Background: an optimization exercise with open tools, aiming at small area. Do not read the settings as production practice.
In this exercise RTL edits were held to simulation tests only and were not proved equivalent to the original.

==> flow/design.v <==
module dkw_add #(parameter W = 8) (
    input  [W-1:0] a,
    input  [W-1:0] b,
    input          ci,
    output [W-1:0] s,
    output         co
);
    wire [W:0] c;
    assign c[0] = ci;
    genvar i;
    generate for (i = 0; i < W; i = i + 1) begin : g
        assign s[i] = a[i] ^ b[i] ^ c[i];
        assign c[i+1] = (a[i] & b[i]) | (a[i] & c[i]) | (b[i] & c[i]);
    end endgenerate
    assign co = c[W];
endmodule
module dkw_inc #(parameter W = 8) (
    input  [W-1:0] a,
    input          ci,
    output [W-1:0] s
);
    wire [W:0] c;
    assign c[0] = ci;
    genvar i;
    generate for (i = 0; i < W; i = i + 1) begin : g
        assign s[i] = a[i] ^ c[i];
        assign c[i+1] = a[i] & c[i];
    end endgenerate
endmodule
module dk_walk #(
    parameter CLOCK_RATE = 1000000,
    parameter SAMPLE_RATE = 96000
)(
    input clk,
    input I_RSTn,
    input audio_clk_en,
    input walk_en,
    output reg signed[15:0] out
);
    wire en = audio_clk_en;
    reg [7:0] lfsr;
    always @(posedge clk, negedge I_RSTn) begin
        if (!I_RSTn) lfsr <= 8'd255;
        else if (en) lfsr <= {lfsr[6:4], lfsr[3] ^ lfsr[7], lfsr[2] ^ lfsr[7], lfsr[1] ^ lfsr[7], lfsr[0], lfsr[7]};
    end
    wire [2:0] noise = {1'b0, lfsr[7:6]} - 3'd2;    
    reg [25:0] P1;
    reg w1;
    wire w_up = !walk_en;                                
    wire w_sat = w_up ? (P1[25:12] >= 14'd10832)
                      : (P1[25:16] == 10'd0) & (P1[15:14] != 2'b11);
    wire [25:0] P1_add = !en ? 26'd0
                       : w_up ? (w1 ? 26'd49887 : 26'd47718)
                              : (w1 ? -26'd47718 : -26'd49887);
    wire [25:0] P1_step;
    dkw_add #(26) u_p1(.a(P1_add), .b(P1), .ci(1'b0), .s(P1_step), .co());
    reg [4:0] step_h;
    always @* begin
        if (!w_sat)    step_h = w_up ? 5'd9 : 5'h17;
        else if (w_up) step_h = P1[0] ? (P1[1] ? 5'd2 : 5'd9) : 5'd0;
        else           step_h = P1[1] ? 5'h17 : (P1[0] ? 5'h1e : 5'd0);
    end
    always @(posedge clk, negedge I_RSTn) begin
        if (!I_RSTn) begin
            P1 <= 26'd0;
            w1 <= 1'b0;
        end else begin
            P1 <= (en & w_sat) ? (w_up ? 26'd44421120 : 26'd0) : P1_step;
            if (en) w1 <= !w_sat & !w1;
        end
    end
    wire [13:0] tmp1 = P1[25:12];              
    reg [16:0] sq_st;
    reg sq_lo;
    reg sq_unf;
    reg [28:0] P3;
    reg s1;
    wire sq_wrap = sq_st == 17'd94666;         
    wire sq_half = sq_st == 17'd126077;        
    wire sq_sat = sq_unf ? (P3[28:17] >= 12'd2217)
                         : (P3[28:17] < 12'd1655);
    wire [28:0] P3_add = !en ? 29'd0
                       : sq_unf ? (s1 ? 29'd155445 : 29'd151830)
                                : (s1 ? -29'd151830 : -29'd155445);
    wire [28:0] P3_step;
    dkw_add #(29) u_p3(.a(P3_add), .b(P3), .ci(1'b0), .s(P3_step), .co());
    always @(posedge clk, negedge I_RSTn) begin
        if (!I_RSTn) begin
            sq_st <= 17'd1;
            sq_lo <= 1'b1;
            sq_unf <= 1'b0;
            P3 <= 29'd216760320;
            s1 <= 1'b0;
        end else begin
            sq_st <= sq_wrap ? 17'd1 : {sq_st[15:0], sq_st[16] ^ sq_st[13]};
            sq_lo <= sq_wrap | (sq_lo & !sq_half);
            P3 <= (en & sq_sat) ? (sq_unf ? 29'd290795520 : 29'd216760320) : P3_step;
            if (en) begin
                sq_unf <= sq_lo;
                s1 <= !sq_sat & !s1;
            end
        end
    end
    wire [16:0] tmp3k = P3[28:12];             
    reg [26:0] t;
    wire [16:0] c_k;                           
    dkw_add #(17) u_ck(.a({2'b0, tmp1, 1'b0}), .b(tmp3k), .ci(1'b0), .s(c_k), .co());
    wire [28:0] t5;
    dkw_add #(29) u_t5(.a({t, 2'b0}), .b({2'b0, t}), .ci(1'b0), .s(t5), .co());
    wire [16:0] H = t5[28:12];
    wire z = (t[11:0] == 12'd0);
    wire [26:0] t_u;
    dkw_add #(27) u_tu(.a({10'd0, c_k & {17{en}}}), .b(t), .ci(z & en), .s(t_u), .co());
    wire [26:0] t_next;
    dkw_add #(27) u_tn(.a(~{10'd0, H} & {27{en}}), .b(t_u), .ci(1'b0), .s(t_next), .co());
    always @(posedge clk) begin
        if (!I_RSTn) t <= 27'd0;
        else t <= t_next;
    end
    wire [29:0] t13;                           
    dkw_add #(30) u_t13(.a({t, 3'b0}), .b({1'b0, t5}), .ci(1'b0), .s(t13), .co());
    wire [35:0] t819;                          
    dkw_add #(36) u_t819(.a(~{6'd0, t13}), .b({t13, 6'd0}), .ci(1'b1), .s(t819), .co());
    wire [13:0] v_next = t819[35:22];
    reg [13:0] V;
    reg [6:0] E;
    wire e_dec = (V[6:0] == 7'd0) & (V[13:7] != 7'd0);
    wire [6:0] E_next = V[13:7] - {6'd0, e_dec};
    always @(posedge clk) begin
        V <= v_next;
        E <= E_next;
    end
    wire [11:0] N = V[13:2];
    wire [6:0] dr [0:9];
    wire [8:0] q4;
    assign dr[0] = {3'd0, N[11:8]};
    genvar gi;
    generate for (gi = 0; gi < 9; gi = gi + 1) begin : dv
        localparam AW = (gi < 4) ? 4 + gi : 8;
        wire [7:0] a = (gi == 0) ? {1'b0, dr[0]} : {dr[gi], N[8-gi]};
        wire [7:0] am = a & ((9'd1 << AW) - 9'd1);
        wire [7:0] sm;
        dkw_add #(8) u_s(.a({1'b0, E}), .b(am), .ci(1'b1), .s(sm), .co());
        assign q4[8-gi] = sm[7];
        assign dr[gi+1] = (sm[7] ? sm[6:0] : am[6:0]) & ((8'd1 << ((AW < 7) ? AW : 7)) - 8'd1);
    end endgenerate
    wire [6:0] q4m48 = q4[8:2] - 7'd48;
    reg [7:0] code_next;
    always @* begin
        if (q4[8:6] == 3'd0)  code_next = {2'd0, (q4[5:0] == 6'd0) ? 6'd1 : q4[5:0]};
        else if (q4 < 9'd192) code_next = {2'd1, q4[7], q4[5:1]};
        else                  code_next = {2'd2, q4m48[5:0]};
    end
    reg [7:0] c2, c3, c4, c5, c6, c7;
    always @(posedge clk, negedge I_RSTn) begin
        if (!I_RSTn) begin
            c6 <= 8'd0;             
            c7 <= {2'd0, 6'd1};     
        end else begin
            c6 <= c5;
            c7 <= c6;
        end
    end
    always @(posedge clk) begin
        c2 <= code_next;
        c3 <= c2;
        c4 <= c3;
        c5 <= c4;
    end
    reg [7:0] t0;
    always @* begin
        case (c7[5:0])
            6'd0: t0 = 8'd0;
            6'd1: t0 = 8'd4;
            6'd2: t0 = 8'd7;
            6'd3: t0 = 8'd11;
            6'd4: t0 = 8'd15;
            6'd5: t0 = 8'd19;
            6'd6: t0 = 8'd22;
            6'd7: t0 = 8'd26;
            6'd8: t0 = 8'd30;
            6'd9: t0 = 8'd33;
            6'd10: t0 = 8'd37;
            6'd11: t0 = 8'd40;
            6'd12: t0 = 8'd43;
            6'd13: t0 = 8'd47;
            6'd14: t0 = 8'd50;
            6'd15: t0 = 8'd54;
            6'd16: t0 = 8'd56;
            6'd17: t0 = 8'd60;
            6'd18: t0 = 8'd63;
            6'd19: t0 = 8'd66;
            6'd20: t0 = 8'd69;
            6'd21: t0 = 8'd72;
            6'd22: t0 = 8'd75;
            6'd23: t0 = 8'd78;
            6'd24: t0 = 8'd81;
            6'd25: t0 = 8'd84;
            6'd26: t0 = 8'd87;
            6'd27: t0 = 8'd90;
            6'd28: t0 = 8'd92;
            6'd29: t0 = 8'd95;
            6'd30: t0 = 8'd98;
            6'd31: t0 = 8'd101;
            6'd32: t0 = 8'd103;
            6'd33: t0 = 8'd106;
            6'd34: t0 = 8'd108;
            6'd35: t0 = 8'd111;
            6'd36: t0 = 8'd114;
            6'd37: t0 = 8'd117;
            6'd38: t0 = 8'd119;
            6'd39: t0 = 8'd121;
            6'd40: t0 = 8'd124;
            6'd41: t0 = 8'd126;
            6'd42: t0 = 8'd128;
            6'd43: t0 = 8'd131;
            6'd44: t0 = 8'd133;
            6'd45: t0 = 8'd136;
            6'd46: t0 = 8'd138;
            6'd47: t0 = 8'd140;
            6'd48: t0 = 8'd143;
            6'd49: t0 = 8'd145;
            6'd50: t0 = 8'd147;
            6'd51: t0 = 8'd149;
            6'd52: t0 = 8'd152;
            6'd53: t0 = 8'd154;
            6'd54: t0 = 8'd156;
            6'd55: t0 = 8'd158;
            6'd56: t0 = 8'd160;
            6'd57: t0 = 8'd162;
            6'd58: t0 = 8'd164;
            6'd59: t0 = 8'd167;
            6'd60: t0 = 8'd169;
            6'd61: t0 = 8'd171;
            6'd62: t0 = 8'd173;
            6'd63: t0 = 8'd175;
        endcase
    end
    reg bb;
    always @* begin
        case (c7)
            8'd66,
            8'd67,
            8'd70,
            8'd73,
            8'd75,
            8'd76,
            8'd78,
            8'd80,
            8'd82,
            8'd85,
            8'd88,
            8'd89,
            8'd92,
            8'd93,
            8'd96,
            8'd97,
            8'd98,
            8'd99,
            8'd103,
            8'd105,
            8'd106,
            8'd107,
            8'd108,
            8'd110,
            8'd111,
            8'd113,
            8'd114,
            8'd115,
            8'd117,
            8'd118,
            8'd119,
            8'd120,
            8'd121,
            8'd122,
            8'd129,
            8'd130,
            8'd131,
            8'd132,
            8'd133,
            8'd134,
            8'd135,
            8'd136,
            8'd137,
            8'd138,
            8'd139,
            8'd140,
            8'd141,
            8'd142,
            8'd144,
            8'd145,
            8'd146,
            8'd147,
            8'd148,
            8'd149,
            8'd150,
            8'd151,
            8'd152,
            8'd153,
            8'd154,
            8'd156,
            8'd157: bb = 1'b1;
            default: bb = 1'b0;
        endcase
    end
    wire [8:0] c177 = c7[7] ? 9'd354 : (c7[6] ? 9'd177 : 9'd0);
    wire [9:0] lnv;                            
    dkw_add #(9) u_ln(.a(c177), .b({1'b0, t0}), .ci(bb), .s(lnv[8:0]), .co(lnv[9]));
    reg [9:0] qc;
    reg [4:0] rc;
    wire [10:0] dq;                            
    dkw_add #(11) u_dq(.a(~{1'b0, qc}), .b({1'b0, lnv}), .ci(1'b1), .s(dq), .co());
    wire dq_zero = (dq == 11'd0);
    wire vco_lt_ch = !dq[10] & (!dq_zero | (rc == 5'd0));
    wire vco_lt_wl = !dq[10] | (dq[9:6] == 4'b1111);
    wire rc_wrap = rc >= 5'd17;
    wire [9:0] qc_inc;
    dkw_inc #(10) u_qc(.a(qc), .ci(rc_wrap), .s(qc_inc));
    reg vco_unf;
    reg vco_c;           
    reg [2:0] vco_k;
    always @(posedge clk, negedge I_RSTn) begin
        if (!I_RSTn) begin
            qc <= 10'd0;
            rc <= 5'd2;
            vco_unf <= 1'b0;
            vco_c <= 1'b0;
            vco_k <= 3'd0;
        end else begin
            if (vco_lt_wl) begin
                qc <= qc_inc;
                rc <= rc_wrap ? rc - 5'd17 : rc + 5'd2;
            end else begin
                qc <= 10'd0;
                rc <= 5'd2;
            end
            if (en) begin
                vco_unf <= vco_lt_ch;
                if (vco_unf != vco_c) begin
                    if (vco_k == 3'd5) begin vco_c <= vco_unf; vco_k <= 3'd0; end
                    else vco_k <= vco_k + 3'd1;
                end else if (vco_k != 3'd0) vco_k <= vco_k - 3'd1;
            end
        end
    end
    wire vco_on = vco_c | (vco_k != 3'd0);     
    reg signed [15:0] h7;
    reg signed [5:0] r7;
    wire [16:0] x7;                            
    wire x7_c;
    wire [5:0] r7g = r7 & {6{en}};            
    dkw_add #(16) u_x7(.a({{10{r7g[5]}}, r7g}), .b(h7), .ci(1'b0), .s(x7[15:0]), .co(x7_c));
    assign x7[16] = h7[15] ^ r7g[5] ^ x7_c;
    wire [21:0] x7e = {{5{x7[16]}}, x7};
    wire [21:0] x7_5;                          
    dkw_add #(22) u_x75(.a(x7e), .b({x7e[19:0], 2'b0}), .ci(1'b0), .s(x7_5), .co());
    wire [21:0] x7_21;                         
    dkw_add #(22) u_x721(.a(x7_5), .b({x7e[17:0], 4'b0}), .ci(1'b0), .s(x7_21), .co());
    wire [5:0] y7 = x7_21[21:16];              
    wire nz7 = (x7[15:0] != 16'd0);            
    wire [15:0] h7_next;                       
    dkw_add #(16) u_h7(.a(~{{10{y7[5]}}, y7} & {16{en}}), .b(x7[15:0]), .ci(!nz7 & en), .s(h7_next), .co());
    wire [5:0] r7_next = {step_h, 1'b0} - {{3{noise[2]}}, noise};
    always @(posedge clk, negedge I_RSTn) begin
        if (!I_RSTn) begin
            h7 <= 16'sd0;
            r7 <= 6'sd0;
        end else begin
            h7 <= h7_next;
            if (en) r7 <= r7_next;
        end
    end
    wire [15:0] rect = (h7 > 16'sd0) ? h7 : {9'd0, h7[15:9]};
    wire [15:0] in8 = vco_on ? {rect[14:0], 1'b0} : 16'd0;
    reg signed [15:0] h8;
    reg [15:0] nl8;                            
    wire [17:0] x8a;                           
    dkw_add #(18) u_x8a(.a({{2{h8[15]}}, h8}), .b({{2{in8[15]}}, in8}), .ci(1'b0), .s(x8a), .co());
    wire [17:0] x8;                            
    dkw_add #(18) u_x8(.a({{2{nl8[15]}}, nl8}), .b(x8a), .ci(1'b1), .s(x8), .co());
    wire [22:0] x8e = {{5{x8[17]}}, x8};
    wire [22:0] x8_13a;                        
    dkw_add #(23) u_x813a(.a(x8e), .b({x8e[20:0], 2'b0}), .ci(1'b0), .s(x8_13a), .co());
    wire [22:0] x8_13;                         
    dkw_add #(23) u_x813(.a(x8_13a), .b({x8e[19:0], 3'b0}), .ci(1'b0), .s(x8_13), .co());
    wire [6:0] y8f = x8_13[21:15];             
    wire nz8 = (x8[14:0] != 15'd0);            
    wire [15:0] h8_next;
    dkw_add #(16) u_h8(.a(x8[15:0]), .b(~{{9{y8f[6]}}, y8f}), .ci(!nz8), .s(h8_next), .co());
    wire [15:0] nl8_next = ~(in8 + {{13{noise[2]}}, noise});
    always @(posedge clk, negedge I_RSTn) begin
        if (!I_RSTn) begin
            h8 <= 16'sd0;
            nl8 <= 16'hffff;
        end else if (en) begin
            h8 <= h8_next;
            nl8 <= nl8_next;
        end
    end
    reg signed [15:0] lp;
    reg signed [11:0] g, sm;
    wire [15:0] dlp;
    dkw_add #(16) u_dlp(.a(h8), .b(~lp), .ci(1'b1), .s(dlp), .co());
    wire [21:0] dle = {{6{dlp[15]}}, dlp};
    wire [21:0] d40;                           
    dkw_add #(22) u_d40(.a({dle[16:0], 5'b0}), .b({dle[18:0], 3'b0}), .ci(1'b0), .s(d40), .co());
    wire [21:0] d39;                           
    dkw_add #(22) u_d39(.a(d40), .b(~dle), .ci(1'b1), .s(d39), .co());
    wire [15:0] lp_next;
    dkw_add #(16) u_lp(.a({{4{sm[11]}}, sm} & {16{en}}), .b(lp), .ci(1'b0), .s(lp_next), .co());
    always @(posedge clk, negedge I_RSTn) begin
        if (!I_RSTn) begin
            lp <= 16'sd0;
            g <= 12'sd0;
            sm <= 12'sd0;
        end else begin
            lp <= lp_next;
            if (!en) begin
                g <= d39[21:10];
                sm <= g;
            end
        end
    end
    always @(posedge clk, negedge I_RSTn) begin
        if (!I_RSTn) out <= 16'sd0;
        else if (en) out <= lp;
    end
endmodule
==> flow/flow/run.sh <==
#!/bin/bash
# Layout flow: the standard synthesis; then netlist passes that keep
# every register and the logic function: a full-adder polarity pass
# (flow/polopt.py) and an area re-mapping of the other combinational cells
# with ABC (flow/reabc.py), repeated for a few rounds, keeping the smallest
# netlist; a yosys equivalence proof against the standard netlist
# (flow/equiv.sh) decides whether it is used. Then the standard ORFS steps,
# with clock tree synthesis told not to add dummy loads.
# Each step writes its own log here.
set -uo pipefail
R=orfs/results/${FLOW_PLATFORM}/dk_walk/base
L=orfs/logs/${FLOW_PLATFORM}/dk_walk/base
LIBF=${FLOW_HOME}/platforms/${FLOW_PLATFORM}/lib/sky130_fd_sc_hd__tt_025C_1v80.lib
Y=${FLOW_HOME}/../tools/install/yosys/bin/yosys
[ -x "$Y" ] || Y=yosys

bash standard.sh synth > synth.log 2>&1 || exit 1
cp "$R/1_2_yosys.v" yosys_standard.v

best=yosys_standard.v
best_area=999999999
prev=yosys_standard.v
S1="strash;dch -f;map -a;topo;dnsize"
S2="strash;dch -f;&get -n;&nf -R 1000 -p;&put;topo;dnsize"
for r in 1 2 3 4 5 6; do
    if [ $((r % 2)) -eq 1 ]; then S="$S2"; else S="$S1"; fi
    python3 flow/polopt.py "$prev" round${r}_pol.v > round${r}_polopt.log 2>&1 || break
    python3 flow/reabc.py round${r}_pol.v round${r}.v "$L/1_2_yosys.log" "$Y" "$LIBF" "$S" > round${r}_reabc.log 2>&1 || break
    a=$(grep "Chip area" round${r}_reabc.log | tail -1 | awk '{printf "%d", $NF * 1000}')
    echo "round $r: area $a" >> rounds.log
    if [ -n "$a" ] && [ "$a" -lt "$best_area" ]; then best_area=$a; best=round${r}.v; fi
    prev=round${r}.v
done
echo "best: $best" >> rounds.log

if [ "$best" != yosys_standard.v ]; then
    if bash flow/equiv.sh yosys_standard.v "$best" "$Y" "$LIBF" > equiv.log 2>&1; then
        cp "$best" "$R/1_2_yosys.v"
        echo "using $best" >> equiv.log
    else
        echo "equivalence not proven, keeping the standard netlist" >> equiv.log
    fi
fi

bash standard.sh finish \
    "CTS_ARGS=-sink_clustering_enable -repair_clock_nets -sink_clustering_size 10 -sink_clustering_max_diameter 40 -buf_list sky130_fd_sc_hd__clkbuf_4 -dont_use_dummy_load" \
    "BUFFER_PORTS_ARGS=-buffer_cell sky130_fd_sc_hd__buf_1" \
    > finish.log 2>&1
==> flow/flow/equiv.sh <==
#!/bin/bash
# usage: equiv.sh A.v B.v YOSYS LIBERTY : proves two flat netlists of dk_walk equivalent
# (registers are paired by name; internal net names of B are renamed first)
A=$1; B=$2; Y=$3; LIB=$4
T=$(mktemp -d)
sed -E 's/\b_([0-9]+)_\b/_q\1_/g' "$B" > $T/b.v
python3 - "$LIB" "$A" $T/b.v > $T/used.lib <<'PY'
import re, sys
lib = open(sys.argv[1]).read()
used = set()
for f in sys.argv[2:]:
    used |= set(re.findall(r"(sky130_fd_sc_hd__\w+)\s+\S+\s*\(", open(f).read()))
out = [lib[:lib.index("cell (")]]
for m in re.finditer(r'\n\s*cell \("?(\w+)"?\)\s*\{', lib):
    if m.group(1) not in used: continue
    j = lib.index("{", m.start()); d = 0; k = j
    while True:
        c = lib[k]
        if c == "{": d += 1
        elif c == "}":
            d -= 1
            if d == 0: break
        k += 1
    out.append(lib[m.start():k + 1])
out.append("\n}\n")
sys.stdout.write("".join(out))
PY
$Y -p "read_liberty $T/used.lib; read_verilog $A; rename dk_walk gold; read_verilog $T/b.v; rename dk_walk gate; flatten gold gate; async2sync; opt_clean; equiv_make gold gate equiv; hierarchy -top equiv; equiv_simple -seq 2; equiv_induct; equiv_status -assert"
==> flow/flow/polopt.py <==
#!/usr/bin/env python3
"""Full-adder polarity optimisation on a flat sky130 gate-level netlist.

A full adder is self-dual: FA(~a, ~b, ~c) = (~sum, ~cout). Yosys's adder
extraction often leaves inverters around the fa cells; this pass picks, for
each fa cell, whether it computes its outputs in true or in complemented
form so that as few inverters as possible are needed, then rebuilds the
inverters. The logic function of the netlist does not change.

usage: polopt.py IN.v OUT.v
"""
import re, sys
from collections import defaultdict

src = open(sys.argv[1]).read()
m = re.search(r"module\s+(\w+)\s*\((.*?)\);", src, re.S)
top = m.group(1)
body = src[m.end():src.rindex("endmodule")]

# strip attributes
body_nc = re.sub(r"\(\*.*?\*\)", "", body, flags=re.S)
stmts = [s.strip() for s in body_nc.split(";") if s.strip()]

decls = []      # (kind, text)
cells = []      # [type, name, {pin: net}]
assigns = []
outputs = set(); inputs = set()
for s in stmts:
    if re.match(r"(input|output|wire|inout)\b", s):
        decls.append(s)
        mm = re.match(r"(input|output)\s*(\[\s*(\d+)\s*:\s*(\d+)\s*\])?\s*(\S+)", s)
        if mm:
            kind, rng, hi, lo, nm = mm.groups()
            nets = [nm] if not rng else ["%s[%d]" % (nm, i) for i in range(min(int(hi), int(lo)), max(int(hi), int(lo)) + 1)]
            (outputs if kind == "output" else inputs).update(nets)
        continue
    if s.startswith("assign"):
        assigns.append(s); continue
    mm = re.match(r"(\S+)\s+(\S+)\s*\((.*)\)\s*$", s, re.S)
    if not mm:
        raise SystemExit("cannot parse: " + s[:200])
    typ, name, pins = mm.groups()
    pm = {}
    for p, n in re.findall(r"\.(\w+)\s*\(\s*(.*?)\s*\)\s*(?:,|$)", pins, re.S):
        pm[p] = n.strip()
    cells.append([typ, name, pm])

if assigns:
    raise SystemExit("assign statements not supported: %d" % len(assigns))

def norm(n):
    return n.strip()

OUTPINS = {"X", "Y", "Q", "Q_N", "SUM", "COUT", "HI", "LO"}
driver = {}
for c in cells:
    for p, n in c[2].items():
        if p in OUTPINS:
            driver[norm(n)] = (c, p)

def is_inv(c):
    return re.match(r"sky130_fd_sc_hd__inv_\d+$", c[0]) is not None
def is_fa(c):
    return re.match(r"sky130_fd_sc_hd__fa_\d+$", c[0]) is not None

# inverters that drive output ports stay as ordinary cells
dissolve = set()
for c in cells:
    if is_inv(c) and norm(c[2]["Y"]) not in outputs:
        dissolve.add(id(c))

def literal(net):
    """(base net, parity) of a net after dissolving inverters."""
    par = 0
    net = norm(net)
    seen = 0
    while net in driver and id(driver[net][0]) in dissolve:
        net = norm(driver[net][0][2]["A"]); par ^= 1
        seen += 1
        if seen > 100: raise SystemExit("inverter loop")
    return net, par

fas = [c for c in cells if is_fa(c)]
fa_of_net = {}
for f in fas:
    fa_of_net[norm(f[2]["SUM"])] = f
    fa_of_net[norm(f[2]["COUT"])] = f
frozen = set(id(f) for f in fas if norm(f[2]["SUM"]) in outputs or norm(f[2]["COUT"]) in outputs)
pi = {id(f): 0 for f in fas}

# consumers: list of (cell, pin, base, parity)
cons = []
for c in cells:
    if id(c) in dissolve: continue
    for p, n in c[2].items():
        if p in OUTPINS: continue
        b, par = literal(n)
        cons.append((c, p, b, par))
port_cons = []
for o in outputs:
    if o in driver and id(driver[o][0]) in dissolve:
        raise SystemExit("port driven by dissolved inverter")

def phi(b):
    f = fa_of_net.get(b)
    return pi[id(f)] if f is not None else 0

def need(cp):
    c, p, b, par = cp
    return par ^ (pi[id(c)] if is_fa(c) else 0)

# per base net: consumers list
by_base = defaultdict(list)
for cp in cons:
    by_base[cp[2]].append(cp)
cons_of_cell = defaultdict(list)
for cp in cons:
    cons_of_cell[id(cp[0])].append(cp)

def net_cost(b):
    ph = phi(b)
    return 1 if any(need(cp) != ph for cp in by_base[b]) else 0

def local_nets(f):
    nets = set([norm(f[2]["SUM"]), norm(f[2]["COUT"])])
    for cp in cons_of_cell[id(f)]:
        nets.add(cp[2])
    return nets

total = sum(net_cost(b) for b in by_base)
print("inverters needed before:", total, "dissolved:", len(dissolve), file=sys.stderr)
# groups: single fa cells, and carry chains (cout -> cin through any inverters)
parent = {id(f): id(f) for f in fas}
def find(x):
    while parent[x] != x:
        parent[x] = parent[parent[x]]; x = parent[x]
    return x
for f in fas:
    b, par = literal(f[2]["CIN"])
    g = fa_of_net.get(b)
    if g is not None and norm(g[2]["COUT"]) == b:
        parent[find(id(f))] = find(id(g))
comp = defaultdict(list)
for f in fas:
    comp[find(id(f))].append(f)
groups = [[f] for f in fas] + [v for v in comp.values() if len(v) > 1]
# also chain prefixes/suffixes split at each position
for v in comp.values():
    if len(v) > 2:
        # order along the chain
        nxt = {}
        for f in v:
            b, par = literal(f[2]["CIN"])
            g = fa_of_net.get(b)
            if g is not None and norm(g[2]["COUT"]) == b and find(id(g)) == find(id(f)):
                nxt[id(g)] = f
        heads = [f for f in v if not any(nxt.get(id(g)) is f for g in v)]
        for h in heads:
            order = [h]
            while id(order[-1]) in nxt:
                order.append(nxt[id(order[-1])])
            for i in range(1, len(order)):
                groups.append(order[:i]); groups.append(order[i:])
def group_nets(gp):
    nets = set()
    for f in gp:
        nets |= local_nets(f)
    return nets
improved = True
it = 0
while improved and it < 100:
    improved = False; it += 1
    for gp in groups:
        if any(id(f) in frozen for f in gp): continue
        nets = group_nets(gp)
        before = sum(net_cost(b) for b in nets)
        for f in gp: pi[id(f)] ^= 1
        after = sum(net_cost(b) for b in nets)
        if after < before:
            improved = True; total += after - before
        else:
            for f in gp: pi[id(f)] ^= 1
print("inverters needed after:", total, "flipped:", sum(pi.values()), "groups:", len(groups), file=sys.stderr)

# rebuild
new_cells = []
new_wires = []
inv_net = {}
k = 0
def inv_of(b):
    global k
    if b not in inv_net:
        k += 1
        nn = "_polinv%d_" % k
        inv_net[b] = nn
        new_wires.append(nn)
        new_cells.append(["sky130_fd_sc_hd__inv_1", "_polinvc%d_" % k, {"A": b, "Y": nn}])
    return inv_net[b]
for c in cells:
    if id(c) in dissolve: continue
    pm = dict(c[2])
    for p, n in c[2].items():
        if p in OUTPINS: continue
        b, par = literal(n)
        want = par ^ (pi[id(c)] if is_fa(c) else 0)
        pm[p] = b if want == phi(b) else inv_of(b)
    new_cells.append([c[0], c[1], pm])

# half adders with an unused output are plain gates
nload = defaultdict(int)
for t, n, pm in new_cells:
    for p, v in pm.items():
        if p not in OUTPINS: nload[norm(v)] += 1
for c in new_cells:
    t, n, pm = c
    if re.match(r"sky130_fd_sc_hd__ha_\d+$", t):
        s_used = norm(pm.get("SUM", "")) in outputs or nload[norm(pm.get("SUM", ""))] > 0
        c_used = norm(pm.get("COUT", "")) in outputs or nload[norm(pm.get("COUT", ""))] > 0
        if c_used and not s_used:
            c[0] = "sky130_fd_sc_hd__and2_1"; c[2] = {"A": pm["A"], "B": pm["B"], "X": pm["COUT"]}
        elif s_used and not c_used:
            c[0] = "sky130_fd_sc_hd__xor2_1"; c[2] = {"A": pm["A"], "B": pm["B"], "X": pm["SUM"]}


out = []
out.append("module %s(%s);" % (top, m.group(2).strip()))
for d in decls:
    out.append("  " + d + ";")
for w in new_wires:
    out.append("  wire %s;" % w)
for t, n, pm in new_cells:
    out.append("  %s %s (%s);" % (t, n, ", ".join(".%s(%s)" % (p, v) for p, v in pm.items())))
out.append("endmodule")
txt = "\n".join(out) + "\n"
txt = re.sub(r"(\\[^\s;,()]+(?:\[\d+\])?)", r"\1 ", txt)
open(sys.argv[2], "w").write(txt)
print("cells: %d -> %d" % (len(cells), len(new_cells)), file=sys.stderr)

==> flow/flow/reabc.py <==
#!/usr/bin/env python3
"""Re-map the combinational cells of a flat sky130 netlist with ABC (area).

Full adders, half adders and flip-flops are left as they are; every other
single-output combinational cell is turned back into logic and mapped again
with ABC's area mapper (strash; dch; map -a), honouring the same dont_use list
as the synthesis. Flip-flop instances keep their names.

usage: reabc.py IN.v OUT.v SYNTH_LOG YOSYS LIBERTY
"""
import re, subprocess, sys, tempfile, os

inp, outp, synth_log, yosys, libfile = sys.argv[1:6]
lib = open(libfile).read()
used = set(re.findall(r"(sky130_fd_sc_hd__\w+)\s+\S+\s*\(", open(inp).read()))

def cell_blocks():
    for m in re.finditer(r'\n\s*cell \("?(\w+)"?\)\s*\{', lib):
        j = lib.index("{", m.start()); depth = 0; k = j
        while True:
            c = lib[k]
            if c == "{": depth += 1
            elif c == "}":
                depth -= 1
                if depth == 0: break
            k += 1
        yield m.group(1), lib[m.start():k + 1]

head = lib[:lib.index("cell (")]
comb = [b for n, b in cell_blocks()
        if n in used and not re.search(r"__(fa|ha|df|dl|sdf|edf|conb)", n)]
tmp = tempfile.mkdtemp()
open(os.path.join(tmp, "comb.lib"), "w").write(head + "".join(comb) + "\n}\n")
subprocess.check_call([yosys, "-q", "-p", "read_liberty %s; write_verilog -noattr %s" %
                       (os.path.join(tmp, "comb.lib"), os.path.join(tmp, "models.v"))])
models = open(os.path.join(tmp, "models.v")).read()
models = re.sub(r"module (sky130_fd_sc_hd__\w+)\(",
                lambda m: '(* techmap_celltype = "%s" *)\nmodule _map_%s(' % (m.group(1), m.group(1)), models)
open(os.path.join(tmp, "map.v"), "w").write(models)

dont_use = sorted(set(re.findall(r"-dont_use (\S+)", open(synth_log).read())))
dont_use += ["sky130_fd_sc_hd__clkinv_*", "sky130_fd_sc_hd__clkbuf_*", "sky130_fd_sc_hd__clkdly*",
             "sky130_fd_sc_hd__dlygate*", "sky130_fd_sc_hd__dlymetal*"]
script = os.path.join(tmp, "area.abc")
abc_cmds = sys.argv[6] if len(sys.argv) > 6 else "strash;dch -f;map -a;topo;dnsize"
open(script, "w").write("\n".join(abc_cmds.split(";")) + "\n")
cmd = ("read_liberty -lib {lib}; read_verilog {inp}; hierarchy -top dk_walk; "
       "techmap -map {map}; techmap; opt -purge; "
       "abc -liberty {lib} {du} -script {script}; opt_clean -purge; "
       "hilomap -singleton -hicell sky130_fd_sc_hd__conb_1 HI -locell sky130_fd_sc_hd__conb_1 LO; "
       "write_verilog -noattr -noexpr -nohex -nodec {out}; stat -liberty {lib}").format(
    lib=libfile, inp=inp, map=os.path.join(tmp, "map.v"),
    du=" ".join("-dont_use " + d for d in dont_use), script=script, out=outp)
subprocess.check_call([yosys, "-p", cmd])
==> flow/standard.sh <==
#!/bin/bash
# synth_recipe.tcl (not shown) runs the flow's synth.tcl, then flattens the netlist and writes it again
# the make line also repeats each setting of config.mk as NAME=value (left out here)
make -C /OpenROAD-flow-scripts/flow DESIGN_CONFIG=/design/flow/config.mk WORK_HOME=/design/flow/orfs CLKGATE_MAP_FILE= SYNTH_SCRIPT=/design/flow/synth_recipe.tcl "${@:-finish}"
==> flow/config.mk <==
export PLATFORM = sky130hd
export DESIGN_NAME = dk_walk
export DESIGN_NICKNAME = dk_walk
export VERILOG_FILES = /design/flow/design.v
export SDC_FILE = /design/flow/constraint.sdc
export NUM_CORES = 4
export LEC_CHECK = 0
export ABC_AREA = 1
export CAP_MARGIN = 20
export CORE_MARGIN = 2
export CORE_UTILIZATION = 70
export SLEW_MARGIN = 20
==> flow/constraint.sdc <==
create_clock -name core_clock -period 30.0 [get_ports {clk}]
set_input_delay 6.0000 -clock core_clock [delete_from_list [all_inputs] [get_ports {clk}]]
set_output_delay 6.0000 -clock core_clock [all_outputs]
set_load 0.01 [all_outputs]
==> results of run 1 <==
## final cells by class
cell class	instances	share of cell area (%)
flip-flops and latches	310	30.2
clock buffers	48	1.47
inverters	523	8.07
repair buffers	27	0.567
well taps	448	2.29
diodes	2	0.0204
multi-input cells	1507	57.3
## synthesized netlist by cell type (3+ instances only)
library cell / count
sky130_fd_sc_hd__nor2_1: 151
sky130_fd_sc_hd__nand2_4: 4
sky130_fd_sc_hd__ha_1: 92
sky130_fd_sc_hd__o31ai_1: 8
sky130_fd_sc_hd__buf_1: 7
sky130_fd_sc_hd__o221ai_1: 17
sky130_fd_sc_hd__dfxtp_1: 80
sky130_fd_sc_hd__nand3_2: 12
sky130_fd_sc_hd__xnor2_1: 21
sky130_fd_sc_hd__o21ai_0: 121
sky130_fd_sc_hd__a31oi_1: 13
sky130_fd_sc_hd__inv_1: 517
sky130_fd_sc_hd__nand2_1: 381
sky130_fd_sc_hd__dfrtp_1: 193
sky130_fd_sc_hd__o21ai_1: 3
sky130_fd_sc_hd__nor3_1: 18
sky130_fd_sc_hd__nand3b_1: 5
sky130_fd_sc_hd__o21ai_2: 4
sky130_fd_sc_hd__nand3_1: 51
sky130_fd_sc_hd__nand2_2: 9
sky130_fd_sc_hd__and2_1: 3
sky130_fd_sc_hd__o21bai_1: 4
sky130_fd_sc_hd__xor2_1: 15
sky130_fd_sc_hd__o21a_1: 8
sky130_fd_sc_hd__a21oi_1: 50
sky130_fd_sc_hd__o22ai_1: 14
sky130_fd_sc_hd__fa_1: 388
sky130_fd_sc_hd__dfstp_2: 37
sky130_fd_sc_hd__nand4_1: 16
sky130_fd_sc_hd__o211ai_1: 12
sky130_fd_sc_hd__or2_2: 47
sky130_fd_sc_hd__nor4_1: 13
sky130_fd_sc_hd__clkbuf_1: 44
sky130_fd_sc_hd__a22oi_1: 4
## how the worst min path moves through the flow
| stage | start | endpoint | slack (ps) | depth (start not counted) |
|---|---|---|---|---|
| 6_report | c5[2]$_DFF_P_ | c6[2]$_DFF_PN0_ | 270 | 0 |
| 2_1_floorplan | c2[0]$_DFF_P_ | c3[0]$_DFF_P_ | 310 | 0 |
| 5_1_grt | c5[2]$_DFF_P_ | c6[2]$_DFF_PN0_ | 260 | 0 |
| 3_5_place_dp | c3[3]$_DFF_P_ | c4[3]$_DFF_P_ | 310 | 0 |
| 4_1_cts | c5[2]$_DFF_P_ | c6[2]$_DFF_PN0_ | 270 | 0 |
| 3_3_place_gp | c3[4]$_DFF_P_ | c4[4]$_DFF_P_ | 310 | 0 |
## cell families (layout without fill, tap and decap cells)
group / count (synthesis) / in the layout / synth area share [%]
buf+inv: 580 / 598 / 9.39
simple gates: 718 / 718 / 13.4
other cells: 0 / 2 / 0
fa+ha+maj: 480 / 480 / 37.7
flops: 310 / 310 / 31.3
mux: 1 / 1 / 0.0423
xor+xnor: 36 / 36 / 1.33
compound gates: 272 / 272 / 6.86
## flip-flops by register name (all words and copies together) (netlist names), 10 cells and up
name,count
lp,16
qc,10
out,16
t,27
nl8,16
h7,16
sq_st,17
g,12
sm,12
P3,29
h8,16
P1,26
V,14
## metal layers
metal / up-vias / part of all wire, %
li1: 7340 / -
met1: 7740 / 43
met2: 336 / 49
met3: 95 / 4.8
met4: 0 / 3.2
met5: - / 0
## through the flow
step | setup slack [ps] | std cells | util, %
2_1_floorplan | 7490 | 2397 | -
3_3_place_gp | 6100 | 2815 | 72.1
3_5_place_dp | 5470 | 2815 | 72.1
4_1_cts | 5280 | 2863 | 73.2
5_1_grt | 3920 | 2865 | 73.2
6_report | 5360 | 2865 | 73.2
==> notes.md, run 1 <==
The logs give 2,901 for the number of nets in the layout and 3 for the number of buffers between clock root and the deepest sink. Synthesis produced a netlist whose cell count is 2,397. Before antenna repair, the detailed router went through 5 iterations. The critical path in this run is classified as flip-flop to flip-flop. The count of filler cells inserted in the layout came out at 2,478.

The routed layout has 15,500 vias. The post-synthesis register bit count was 310. In this run, CTS created clock tree buffers numbering 48.

Setup slack on the worst reg-to-reg path comes out at 5360 ps. The clock arrives with 149 ps of skew. In this design, the stage delay of the slowest critical-path cell is 710 ps. The number of gates resized after CTS is 0, and the endpoint arrival time on the critical path is 25,240 ps. The area added between synthesis and finish works out to 3.47%. The tools report the met1 demand-to-capacity share in global routing as 38.4%. STA classifies the critical path endpoint as a flip-flop. The tools report the launching element type of the critical path as a flip-flop.

The number of setup buffers added after CTS is 0. The area of the die was 35,300 sq um. The tool flagged a number of max-cap violations equal to 0. Tracing the worst setup path back leads to its startpoint at E[1]$_DFF_P_. After global routing, the most crowded layer is met2. The cell depth of the worst flop-to-flop path was 81; the number of unique standard cell types used by synthesis was 60. The run gives 0.901 as the routability-driven placement congestion ratio. The count of input and output buffers is 19. The wire-length estimate of the detail-placed layout is 36,300 microns.

The run gives 0 as the final count of pins violating max slew. Summed over all instances, the cell type with the most area after synthesis is sky130_fd_sc_hd__fa_1. On the final layout, the worst hold slack is 270 ps. In this run the number of cells on the critical path is 81.

Setup repair after global routing left no endpoint under its margin. The fraction of post-synthesis cell area in the top cell type by area is 32.8%, and the number of buffers inserted for hold repair after clock tree synthesis is 0. In this run the cell area of the synthesized design comes to 23,700 sq um. Derived from the worst setup path, the maximum achievable clock frequency is 40.6 MHz. The count of yosys warnings during synthesis was 1. The maximum fanout along the worst path came out at 14. The H-tree was split into 2 levels. The tools report the number of nets with antenna violations after routing as 0. Counting flops with a built-in enable in the synthesized netlist gives 0. The library cell used most frequently in the layout, excluding fill and tap cells, is sky130_fd_sc_hd__inv_1.

The most critical setup path has its endpoint at c2[0]$_DFF_P_. The tree built by TritonCTS fans out to 310 sinks. For the via count of the first global-routing pass, the log shows 16,700. The kind of cell with the highest combined delay along the critical path is adder cells. The number of nets handed over by synthesis was 2,881. The worst endpoint required time came out at 30,600 ps. The worst reg2reg path startpoint is E[1]$_DFF_P_.

In the global route stage, met3 resource usage came out at 4.77%. For this run, design rule violations remaining after detail routing come to 0. After routing, the total negative slack on setup checks comes to 0 ps. Measured against its own limit, the worst slew margin works out to 38.4%. Of the cells placed in the final design, the portion with a size suffix greater than 1 is 7.62%.

The post-route fraction of the period consumed by the critical path was 82.1%. In this run, the number of DRC markers left after iteration 0 of detailed routing was 801. The latest clock arrival within the worst-skew pair is 830 ps.

The run gives 0 as the total grt overflow. Sorting the synthesized cells by area gives the leading types as sky130_fd_sc_hd__fa_1, sky130_fd_sc_hd__dfrtp_1, sky130_fd_sc_hd__inv_1. The tightest min-delay check is of the flip-flop to flip-flop type. Counting both buffers and inverters, the worst setup path holds a total of 8. The tools report the area of the multi-input gates as 14,000 sq um. The run finished with no timing, DRC or antenna violations.

In the synthesized netlist the dominant register cell turns out to be sky130_fd_sc_hd__dfrtp_1. The clock-pin slew of the registers on the worst-case setup and hold paths came out at 100 ps. The sum of routed wire length over all layers is 45,100 microns, and the final hold violation count is 0.

The total area inside the core boundary comes to 33,400 sq um. The largest individual stage delay along the critical path comes from the cell sky130_fd_sc_hd__dfxtp_1. The average via count per standard cell is 5.41.

The logs give 67 for the placement row count and 24,500 sq um for the final instance area. The tools report the maximum number of pins on one net before global-route repair as 81. The time the worst path needs with I/O delays and setup was 24,640 ps.

Summing all flip-flop and latch instances after layout gives 7400 sq um. The met2 track demand over resource was 46.9%. The tools report the total I/O pin count as 20. Once placement finished, the instance area stood at 24,100 sq um. The final count of negative-setup-slack endpoints is 0. The tools report the first-pass GRT wire length as 79,700 microns. The number of antenna violations at the first check in global routing is 2, and the proportion of register bits with asynchronous set or reset after synthesis is 74.2%.

The worst register-to-register path ends at c2[0]$_DFF_P_. The top cell types in the final layout, fill and taps aside, are sky130_fd_sc_hd__inv_1, sky130_fd_sc_hd__fa_1, sky130_fd_sc_hd__nand2_1. TritonCTS built the clock tree.

The tree is rooted in a sky130_fd_sc_hd__clkbuf_4. A synthesized cell averages 9.87 sq um. The die height is 188 microns.

In this design, the critical path's most frequently occurring cell is sky130_fd_sc_hd__fa_1. For this run, the total global-route usage over all layers was measured as 28.3%. The post-detailed-route wirelength per cell was 15.7 microns. The die outline width was 188 microns; the slew at the pin closest to its max-slew limit was 920 ps. The sequential-to-total area share from yosys stat was 31.3%; the starting utilization of the core area was 70.7%.
==> inputs of run 2 (changes only) <==
--- a/flow/flow/run.sh
+++ b/flow/flow/run.sh
@@ -43,6 +43,6 @@
 fi
 
 bash standard.sh finish \
-    "CTS_ARGS=-sink_clustering_enable -repair_clock_nets -sink_clustering_size 10 -sink_clustering_max_diameter 40 -buf_list sky130_fd_sc_hd__clkbuf_4 -dont_use_dummy_load" \
+    "CTS_ARGS=-sink_clustering_enable -repair_clock_nets -sink_clustering_size 30 -sink_clustering_max_diameter 80 -buf_list sky130_fd_sc_hd__clkbuf_16 -dont_use_dummy_load" \
     "BUFFER_PORTS_ARGS=-buffer_cell sky130_fd_sc_hd__buf_1" \
     > finish.log 2>&1
==> notes.md, run 2 <==
Summing every instance area after synthesis gives 23,700 sq um. The worst hold path begins at c4[1]$_DFF_P_. The count of input and output buffers was 19; the via count of the first global-routing pass was 16,400.

The post-detailed-placement cell area is 24,100 sq um, and the area added between synthesis and finish is 4.04%. Along the worst path, the maximum fanout reaches 14. For the routability-driven placement congestion ratio, the log shows 0.901.

The cell taking the most area after synthesis was sky130_fd_sc_hd__fa_1. Number of unique standard cell types used by synthesis: 60. The logs give 0 for the number of antenna violations at the first check in global routing and 79,700 microns for the first-pass GRT wire length. 20 I/O pins were placed. The peak clock frequency supported by timing was 40.6 MHz.

In the routed design, unresolved DRC markers number 0. The tools report the launching element type of the critical path as a flip-flop. The die covers 35,300 sq um. STA classifies the critical path endpoint as a flip-flop. Cell depth of the worst flop-to-flop path: 81.

The commonest cells after synthesis are sky130_fd_sc_hd__inv_1, sky130_fd_sc_hd__fa_1, sky130_fd_sc_hd__nand2_1, sky130_fd_sc_hd__dfrtp_1, sky130_fd_sc_hd__nor2_1. Counting flops with an async set or reset pin after synthesis yields a share of 74.2%. Counting both buffers and inverters, the worst setup path holds a total of 8.

The critical path class was flip-flop to flip-flop. The initial utilization of the core area, before any placement, comes to 70.7%. Gates resized during post-CTS repair numbered 0. The repair_antennas step left the layout with diodes totalling 0. The total placed cells including tap cells is 2,815. The register with the most flip-flops in the layout has 29 of them. The die outline width was 188 microns. TritonCTS built the clock tree. The core region is 33,400 sq um. Setup violations remaining at the end of the flow were counted as 0. Using the TritonRoute via totals, the vias-per-cell ratio works out to 5.41. The logs give 0 for the number of setup buffers added after CTS and 2,873 for the number of nets in the layout. Setup repair after global routing left no endpoint under its margin. The most repeated library cell on the critical path is sky130_fd_sc_hd__fa_1. The floorplan step set the die height to 188 microns. The CTS buffer count was 20.

In this run, post-CTS hold repair placed 0 buffers. Among all stages on the critical path, the largest delay is contributed by sky130_fd_sc_hd__dfxtp_1. Detailed placement ended at an HPWL of 36,300 microns. The tools report the endpoint of the worst-slack reg-to-reg timing path as c2[0]$_DFF_P_. The final count of pins violating max slew was 0.

STA puts the critical path data required time at 30,380 ps. Dividing the detail-routed wire length by the instance count gives 15.9 microns. Detailed routing inserted a total of 15,300 vias. The library cells used most frequently in the layout, excluding fill and tap cells, are sky130_fd_sc_hd__inv_1, sky130_fd_sc_hd__fa_1, sky130_fd_sc_hd__nand2_1. The path with the worst hold slack has its endpoint at c5[1]$_DFF_P_.

Global routing used 28.0% of the available tracks. The headroom to the max-slew limit was 37.3%; the synthesized net count was 2,881. The startpoint identified for the worst register-to-register timing path is E[1]$_DFF_P_. The count of yosys warnings during synthesis was 1. The first TritonRoute pass finished after 5 iterations.

The clock passes through at most 3 buffers. The predominant post-synthesis flop cell is sky130_fd_sc_hd__dfrtp_1. The library cell used most frequently in the layout, excluding fill and tap cells, is sky130_fd_sc_hd__inv_1. The first routing iteration left 921 violations. After routing the design area is 24,600 sq um. In the final layout, the multi-input gates occupy 14,000 sq um. The logs give 5390 ps for the minimum setup slack among reg-to-reg paths and 310 for the number of clock sinks. For the final standard cell count with taps included and fillers excluded, the log shows 2,835. The worst hold path was traced through 0 stages. The per-instance average area after synthesis was 9.87 sq um; the total grt overflow was 0. At the pin with the least slew margin, the transition time is 936 ps. The number of synthesized flops with an enable pin is 0. Across the whole layout, storage elements account for 7400 sq um. The worst setup skew after layout is 58.7 ps, and the sum of routed wire length over all layers is 45,200 microns. The layout has 2,449 filler cells. The cell type group with the largest total delay on the critical path was adder cells. The delay of the slowest cell on the worst path works out to 710 ps. The H-tree level count came out at 1. Synthesis produced 2,397 cells. Synthesis inferred 310 register bits.

The path class of the tightest hold or removal check is flip-flop to flip-flop. Fraction of post-synthesis cell area in the top cell type by area: 32.8%. The register bank with the most flops is P3.

The placement row count was 67. The routed design could run at a clock period as short as 24,610 ps. Yosys attributes the largest share of cell area to sky130_fd_sc_hd__fa_1, sky130_fd_sc_hd__dfrtp_1, sky130_fd_sc_hd__inv_1.

The endpoint arrival time on the critical path is 24,990 ps. In the post-synthesis netlist, the cell with the most instances is sky130_fd_sc_hd__inv_1. Dividing the final minimum period by the clock period gives 82.0%.

The run gives 0 ps as the sum of negative setup slack. Latest clock arrival within the worst-skew pair: 540 ps. The maximum number of pins on one net before global-route repair was 81. The flow ran to the end and the layout has no timing, DRC or antenna violations. Sequential cells were found to cover 31.3% of the synthesized design area. In the final layout, the registers with the most flip-flops are P3 (29), t (27), P1 (26).

After clock tree synthesis, the clock-pin slew on the worst setup and hold paths is 100 ps. The number of nets with antenna violations after routing is 0, and the share of cells above drive strength 1 is 6.54%. CTS placed an instance of sky130_fd_sc_hd__clkbuf_16 at the clock tree root.

For the final hold violation count, the log shows 0. The tool flagged a number of max-cap violations equal to 0.
## run 2: cell counts after synthesis
Identical to the previous run, type by type.
## run 2: worst register-to-register path, delay by kind of cell (launching register included)
kind,cells,cell delay (ps)
buffers and inverters,8,1140
adder cells (fa/ha/maj),42,18230
multiplexers,1,230
AND/OR/NAND/NOR,21,2730
flip-flops,1,710
AO/OA/AOI/OAI,9,1430
## run 2: cells by family (layout without fill, tap and decap cells)
family	after synthesis	after routing	synth area share, %
muxes	1	1	0.0423
DFF	310	310	31.3
adders and majority gates	480	480	37.7
xor gates and xnor gates	36	36	1.33
AOI/OAI and AO/OA	272	272	6.86
and+or+nand+nor	718	718	13.4
buffers and inverters	580	570	9.39
## run 2: how the worst max path moves through the flow
stage	start	end	slack (ps)	depth (start not counted)
2_1_floorplan	E[1]$_DFF_P_	c2[0]$_DFF_P_	7490	86
3_3_place_gp	E[1]$_DFF_P_	c2[0]$_DFF_P_	6100	84
3_5_place_dp	E[1]$_DFF_P_	c2[0]$_DFF_P_	5470	81
4_1_cts	E[1]$_DFF_P_	c2[0]$_DFF_P_	5300	81
5_1_grt	E[1]$_DFF_P_	c2[0]$_DFF_P_	3910	81
6_report	E[1]$_DFF_P_	c2[0]$_DFF_P_	5390	81
## run 2: per-layer routing
layer | track usage, % | vias up | part of all wire, %
li1 | - | 7265 | -
met1 | 39.0 | 7691 | 43
met2 | 47.6 | 319 | 50
met3 | 2.88 | 74 | 3.9
met4 | 7.69 | 0 | 2.9
met5 | 0 | - | 0
## run 2: metrics by stage
| stage | utilization [%] | setup slack, ps | hold WS, ps |
|---|---|---|---|
| final | 73.6 | 5390 | 302 |
| after global routing | 73.6 | 3910 | 303 |
| after CTS | 73.6 | 5300 | 309 |
| after detailed placement | 72.1 | 5470 | 312 |
| after global placement | 72.1 | 6100 | 310 |
| after floorplan | - | 7490 | 310 |
## run 2: cell type report
type,count,area share (%)
clock buffer,20,2.03
inverter,523,8.03
multi-input combinational,1507,57.0
sequential,310,30.1
tap,448,2.28
timing repair buffer,27,0.564
==> inputs of run 3 (changes only) <==
--- a/flow/design.v
+++ b/flow/design.v
@@ -54,12 +54,6 @@
                               : (w1 ? -26'd47718 : -26'd49887);
     wire [25:0] P1_step;
     dkw_add #(26) u_p1(.a(P1_add), .b(P1), .ci(1'b0), .s(P1_step), .co());
-    reg [4:0] step_h;
-    always @* begin
-        if (!w_sat)    step_h = w_up ? 5'd9 : 5'h17;
-        else if (w_up) step_h = P1[0] ? (P1[1] ? 5'd2 : 5'd9) : 5'd0;
-        else           step_h = P1[1] ? 5'h17 : (P1[0] ? 5'h1e : 5'd0);
-    end
     always @(posedge clk, negedge I_RSTn) begin
         if (!I_RSTn) begin
             P1 <= 26'd0;
@@ -109,10 +103,18 @@
     dkw_add #(29) u_t5(.a({t, 2'b0}), .b({2'b0, t}), .ci(1'b0), .s(t5), .co());
     wire [16:0] H = t5[28:12];
     wire z = (t[11:0] == 12'd0);
-    wire [26:0] t_u;
-    dkw_add #(27) u_tu(.a({10'd0, c_k & {17{en}}}), .b(t), .ci(z & en), .s(t_u), .co());
-    wire [26:0] t_next;
-    dkw_add #(27) u_tn(.a(~{10'd0, H} & {27{en}}), .b(t_u), .ci(1'b0), .s(t_next), .co());
+    wire [16:0] tl_a = c_k & {17{en}};
+    wire [16:0] tl_b = ~H & {17{en}};
+    wire [16:0] cs_s = t[16:0] ^ tl_a ^ tl_b;
+    wire [17:0] cs_c = {(t[16:0] & tl_a) | (t[16:0] & tl_b) | (tl_a & tl_b), z & en};
+    wire [16:0] tl_s;
+    wire tl_co;
+    dkw_add #(17) u_tl(.a(cs_c[16:0]), .b(cs_s), .ci(1'b0), .s(tl_s), .co(tl_co));
+    wire t_inc = cs_c[17] & tl_co;             
+    wire t_dec = en & !cs_c[17] & !tl_co;      
+    wire [9:0] th_s;
+    dkw_add #(10) u_th(.a({10{t_dec}}), .b(t[26:17]), .ci(t_inc), .s(th_s), .co());
+    wire [26:0] t_next = {th_s, tl_s};
     always @(posedge clk) begin
         if (!I_RSTn) t <= 27'd0;
         else t <= t_next;
@@ -345,7 +347,25 @@
     end
     wire vco_on = vco_c | (vco_k != 3'd0);     
     reg signed [15:0] h7;
-    reg signed [5:0] r7;
+    reg [2:0] sc7;
+    reg [5:0] st7;
+    always @* begin
+        case (sc7)
+            3'd1: st7 = 6'd4;
+            3'd2: st7 = 6'd18;
+            3'd3: st7 = 6'h3c;       
+            3'd4: st7 = 6'h2e;       
+            default: st7 = 6'd0;
+        endcase
+    end
+    wire [2:0] nprev = {1'b0, lfsr[0], lfsr[7]} - 3'd2;
+    wire [5:0] r7 = (sc7 == 3'd5) ? 6'd0 : st7 - {{3{nprev[2]}}, nprev};
+    reg [2:0] sc7_next;
+    always @* begin
+        if (!w_sat)    sc7_next = w_up ? 3'd2 : 3'd4;
+        else if (w_up) sc7_next = P1[0] ? (P1[1] ? 3'd1 : 3'd2) : 3'd0;
+        else           sc7_next = P1[1] ? 3'd4 : (P1[0] ? 3'd3 : 3'd0);
+    end
     wire [16:0] x7;                            
     wire x7_c;
     wire [5:0] r7g = r7 & {6{en}};            
@@ -360,14 +380,13 @@
     wire nz7 = (x7[15:0] != 16'd0);            
     wire [15:0] h7_next;                       
     dkw_add #(16) u_h7(.a(~{{10{y7[5]}}, y7} & {16{en}}), .b(x7[15:0]), .ci(!nz7 & en), .s(h7_next), .co());
-    wire [5:0] r7_next = {step_h, 1'b0} - {{3{noise[2]}}, noise};
     always @(posedge clk, negedge I_RSTn) begin
         if (!I_RSTn) begin
             h7 <= 16'sd0;
-            r7 <= 6'sd0;
+            sc7 <= 3'd5;               
         end else begin
             h7 <= h7_next;
-            if (en) r7 <= r7_next;
+            if (en) sc7 <= sc7_next;
         end
     end
     wire [15:0] rect = (h7 > 16'sd0) ? h7 : {9'd0, h7[15:9]};
--- a/flow/flow/run.sh
+++ b/flow/flow/run.sh
@@ -5,7 +5,8 @@
 # with ABC (flow/reabc.py), repeated for a few rounds, keeping the smallest
 # netlist; a yosys equivalence proof against the standard netlist
 # (flow/equiv.sh) decides whether it is used. Then the standard ORFS steps,
-# with clock tree synthesis told not to add dummy loads.
+# with clock tree synthesis told not to add dummy loads and small port
+# buffers (buf_1).
 # Each step writes its own log here.
 set -uo pipefail
 R=orfs/results/${FLOW_PLATFORM}/dk_walk/base
@@ -43,6 +44,6 @@
 fi
 
 bash standard.sh finish \
-    "CTS_ARGS=-sink_clustering_enable -repair_clock_nets -sink_clustering_size 30 -sink_clustering_max_diameter 80 -buf_list sky130_fd_sc_hd__clkbuf_16 -dont_use_dummy_load" \
+    "CTS_ARGS=-sink_clustering_enable -repair_clock_nets -sink_clustering_size 10 -sink_clustering_max_diameter 40 -buf_list sky130_fd_sc_hd__clkbuf_4 -dont_use_dummy_load" \
     "BUFFER_PORTS_ARGS=-buffer_cell sky130_fd_sc_hd__buf_1" \
     > finish.log 2>&1
--- a/flow/flow/polopt.py
+++ b/flow/flow/polopt.py
@@ -196,14 +196,38 @@
         new_wires.append(nn)
         new_cells.append(["sky130_fd_sc_hd__inv_1", "_polinvc%d_" % k, {"A": b, "Y": nn}])
     return inv_net[b]
+# a flipped fa cell drives the complement of its old output nets: those
+# nets get fresh names, so no name ends up on a net of the other polarity
+phys = {}
+for f in fas:
+    if pi[id(f)]:
+        for o in ("SUM", "COUT"):
+            b = norm(f[2][o])
+            k += 1
+            phys[b] = "_polf%d_" % k
+            new_wires.append(phys[b])
+def pnet(b):
+    return phys.get(b, b)
+def inv_of(b):
+    global k
+    if b not in inv_net:
+        k += 1
+        nn = "_polinv%d_" % k
+        inv_net[b] = nn
+        new_wires.append(nn)
+        new_cells.append(["sky130_fd_sc_hd__inv_1", "_polinvc%d_" % k, {"A": pnet(b), "Y": nn}])
+    return inv_net[b]
 for c in cells:
     if id(c) in dissolve: continue
     pm = dict(c[2])
     for p, n in c[2].items():
-        if p in OUTPINS: continue
+        if p in OUTPINS:
+            if is_fa(c) and pi[id(c)]:
+                pm[p] = pnet(norm(n))
+            continue
         b, par = literal(n)
         want = par ^ (pi[id(c)] if is_fa(c) else 0)
-        pm[p] = b if want == phi(b) else inv_of(b)
+        pm[p] = pnet(b) if want == phi(b) else inv_of(b)
     new_cells.append([c[0], c[1], pm])
 
 # half adders with an unused output are plain gates
==> notes.md, run 3 <==
The run finished with no timing, DRC or antenna violations. The register bank with the most flops is P3. The die covers 34,900 sq um. Summing the areas of all fa, ha and maj instances in the mapped netlist gives 37.6% of the synthesized area. After clock tree synthesis, the clock-pin slew on the worst setup and hold paths is 90 ps. The flip-flop count of the largest register after layout is 29, and the final hold slack is 300 ps.

The clock net in this run drives a total of 307 sinks. For the final design utilization, the log shows 74.2%. The library cells used most frequently in the layout, excluding fill and tap cells, are sky130_fd_sc_hd__inv_1, sky130_fd_sc_hd__nand2_1, sky130_fd_sc_hd__fa_1.

The final count of pins violating max slew is 0, and the die outline width is 187 microns. The post-route netlist has 6.66% of its cells at a drive strength greater than 1. Global routing used 29.1% of the available tracks across all layers. The clock root buffer was sky130_fd_sc_hd__clkbuf_4.

By area, the combinational part of the netlist is dominated by adder cells. The sum of routed wire length over all layers is 45,800 microns. The worst-case hold path end point is c3[2]$_DFF_P_. The via count of the first global-routing pass was 16,800. The final layout contains 2,893 nets. The tools report the count of yosys warnings during synthesis as 1. The maximum fanout along the worst path works out to 14. The tools report the peak clock frequency supported by timing as 40.8 MHz. The fraction of post-synthesis cell area in the top cell type by area works out to 33.2%.

Critical path class: flip-flop to flip-flop. The run gives 0 as the number of remaining DRC errors. The post-detailed-route wirelength per cell came out at 16.0 microns. For this run, the leading register cell type out of synthesis is sky130_fd_sc_hd__dfrtp_1. The tools report the hold path startpoint as c2[2]$_DFF_P_. The congestion estimate from routability-driven global placement came to 0.891. The tools report the first-pass GRT wire length as 81,800 microns.

The most numerous cell type found on the critical path is sky130_fd_sc_hd__fa_1. The delay of the slowest cell on the worst path came out at 700 ps. The worst register-to-register path begins at E[1]$_DFF_P_. Cell depth of the worst flop-to-flop path: 84. From synthesis to final layout, the design area changed by 3.64%. For the placement row count, the log shows 66. The maximum number of pins on one net before global-route repair is 108. Global routing consumed, on the met3 layer, 4.03% of the routing resources. After legalization and detailed placement, the total HPWL measured 36,500 microns.

TritonCTS built the clock tree. The time the worst path needs with I/O delays and setup is 24,510 ps. The logs give 0 for the number of setup buffers added after CTS and 0 for the total grt overflow.

The number of max-capacitance violations reported was 0. The number of buffers between clock root and the deepest sink is 3. The H-tree generated during clock tree synthesis spans 2 levels. For the worst setup path, the data required time is 30,630 ps. The tools report the sum of negative setup slack as 0 ps.

After detailed routing, the number of vias per cell comes to 5.47. Leaving out fill and tap cells, the most frequent cell in the layout is sky130_fd_sc_hd__inv_1. Global routing consumed, on the met2 layer, 47.4% of the routing resources. The slew at the pin closest to its max-slew limit is 1020 ps, and the xor/xnor cell area share of the yosys netlist is 1.16%. The synthesized design contains 0 enable-type register cells. The run gives 0 as the final count of negative-setup-slack endpoints.

Ranked by total cell area, the synthesized netlist is headed by sky130_fd_sc_hd__fa_1, sky130_fd_sc_hd__dfrtp_1, sky130_fd_sc_hd__inv_1. Sequential-to-total area share from yosys stat: 31.3%. The number of DRC violations after detailed-routing iteration 0 was 873.

Of all cell types, the one taking the most synthesized area is sky130_fd_sc_hd__fa_1. Between clock sinks in the finished design, the worst skew comes to 70.7 ps. STA classifies the critical path startpoint as a flip-flop. The run gives 2,393 as the number of instances in the synthesized netlist. The final hold violation count is 0, and the depth of the worst hold-timing path is 0. The tools report the headroom to the max-slew limit as 32.1%. The run gives 23,400 sq um as the cell area after synthesis. Type of the tightest min-delay check: flip-flop to flip-flop. The number of search-and-repair iterations in the first detailed-routing pass was 5; the number of unique standard cell types used by synthesis was 59. Minimum setup slack among reg-to-reg paths: 5490 ps.

The most common cell in the synthesized netlist is sky130_fd_sc_hd__inv_1. Buffers inserted during clock tree synthesis total 51. The run gives 20 as the total I/O pin count. The library cell contributing the largest single delay on the critical path was sky130_fd_sc_hd__dfxtp_1. The proportion of register bits with asynchronous set or reset after synthesis was 73.9%.

The worst setup path is captured at a flip-flop. For this block, the via count after detailed routing is 15,700. Endpoint of the worst-slack reg-to-reg timing path: c2[0]$_DFF_P_. The largest registers in the layout are P3 (29), t (27), P1 (26).

Counting instances in the post-synthesis netlist gives the leading cell types as sky130_fd_sc_hd__inv_1, sky130_fd_sc_hd__fa_1, sky130_fd_sc_hd__nand2_1, sky130_fd_sc_hd__dfrtp_1, sky130_fd_sc_hd__nor2_1. Global routing used 41.3% of the available met1 tracks. Dividing the synthesized area by the synthesized cell count gives 9.78 sq um. Of the post-synthesis cell area, the part taken by muxes is 0.0909%. The synthesized netlist devotes 13.2% of its cell area to simple gates.

The number of nets handed over by synthesis was 2,868. In this run, post-CTS repair resized a total of 0 instances. met2 is the most crowded layer. The die height works out to 187 microns. The post-route fraction of the period consumed by the critical path works out to 81.7%. Setup repair after global routing left no endpoint under its margin. Summing all placed instances gives a cell area of 23,900 sq um. For this configuration, the core starts out at a cell density of 71.6%.

Hold repair after CTS inserted 0 buffers. STA puts the critical path data arrival time at 25,140 ps. The run gives 1 as the number of antenna violations at the first check in global routing.

The detail route stage leaves a number of antenna-violating nets equal to 0. Counting flops and latches in the post-synthesis netlist gives 307. The latest clock arrival within the worst-skew pair was 770 ps.

After floorplanning, the core was sized to cover 32,700 sq um. The count of input and output buffers works out to 19. After routing the design area is 24,300 sq um.

Summing the areas of all compound-gate instances in the mapped netlist gives 6.89% of the synthesized area.
==> run 3: layer usage <==
metal | up-vias | share of wire (%)
li1 | 7338 | -
met2 | 341 | 49
met4 | 0 | 2.7
met5 | - | 0
met1 | 7895 | 44
met3 | 77 | 4.5
==> run 3: area by class of cell <==
class / count / area (sq um)
fill: 2380 / 8450
clock buffer: 51 / 383
multi-input combinational: 1493 / 13800
sequential: 307 / 7330
timing repair buffer: 28 / 150
antenna: 1 / 2.50
inverter: 537 / 2030
tap: 442 / 553
==> run 3: critical path: cells and delay by family, from the launching register on <==
family,cells,cell delay [ps]
adders and majority gates,42,17990
and+or+nand+nor,27,3280
AOI/OAI and AO/OA,8,1340
buffers and inverters,7,1060
DFF,1,700
==> run 3: logic make-up (layout without fill, tap and decap cells) <==
kind of cell    Yosys count  after routing
xor+xnor                 31             31
buf+inv                 593            616
other cells               0              1
fa+ha+maj               471            471
simple gates            721            721
flops                   307            307
mux                       2              2
compound gates          268            268
==> run 3: worst max path at each step <==
stage,slack [ps],endpoint,start,cells past startpoint
2_1_floorplan,7500,c2[0]$_DFF_P_,E[1]$_DFF_P_,86
3_3_place_gp,6060,c2[0]$_DFF_P_,E[1]$_DFF_P_,84
3_5_place_dp,5410,c2[0]$_DFF_P_,E[1]$_DFF_P_,84
4_1_cts,5400,c2[0]$_DFF_P_,E[1]$_DFF_P_,84
5_1_grt,4000,c2[0]$_DFF_P_,E[1]$_DFF_P_,85
6_report,5490,c2[0]$_DFF_P_,E[1]$_DFF_P_,84
==> run 3: per-stage QoR <==
step	worst slack [ps]	instances
final	5490	2859
after global routing	4000	2859
after CTS	5400	2858
after detailed placement	5410	2807
after global placement	6060	2807
after floorplan	7500	2393

[afterwards: timing with drivers on the ports]
In the flow no input, the clock included, has a driving cell. The finished layouts below were timed again as built, in two steps. Step 1 sets driving cells, clkbuf_16 on the clock port and buf_2 on the other inputs (assumed; they add their load-dependent delay and slew). Step 2 times the ports against the registers' clock, not the clock port: input delays grow and output delays shrink by t, the midpoint of the rising clock arrivals with the driver on. Three values: ideal, step 1, step 2; two values: the first two.
| run | shift t [ns] | slack for setup (ns) | hold slack, ns | pins driven straight from the clock port |
|---|---|---|---|---|
| run 1 | 0.802 | 5.361 / 5.361 / 5.361 | 0.270 / 0.270 / 0.270 | 1 |
| run 2 | 0.570 | 5.389 / 5.389 / 5.389 | 0.302 / 0.302 / 0.302 | 1 |
| run 3 | 0.770 | 5.487 / 5.487 / 5.487 | 0.300 / 0.300 / 0.300 | 1 |
After both steps setup and hold are still met in every run listed.
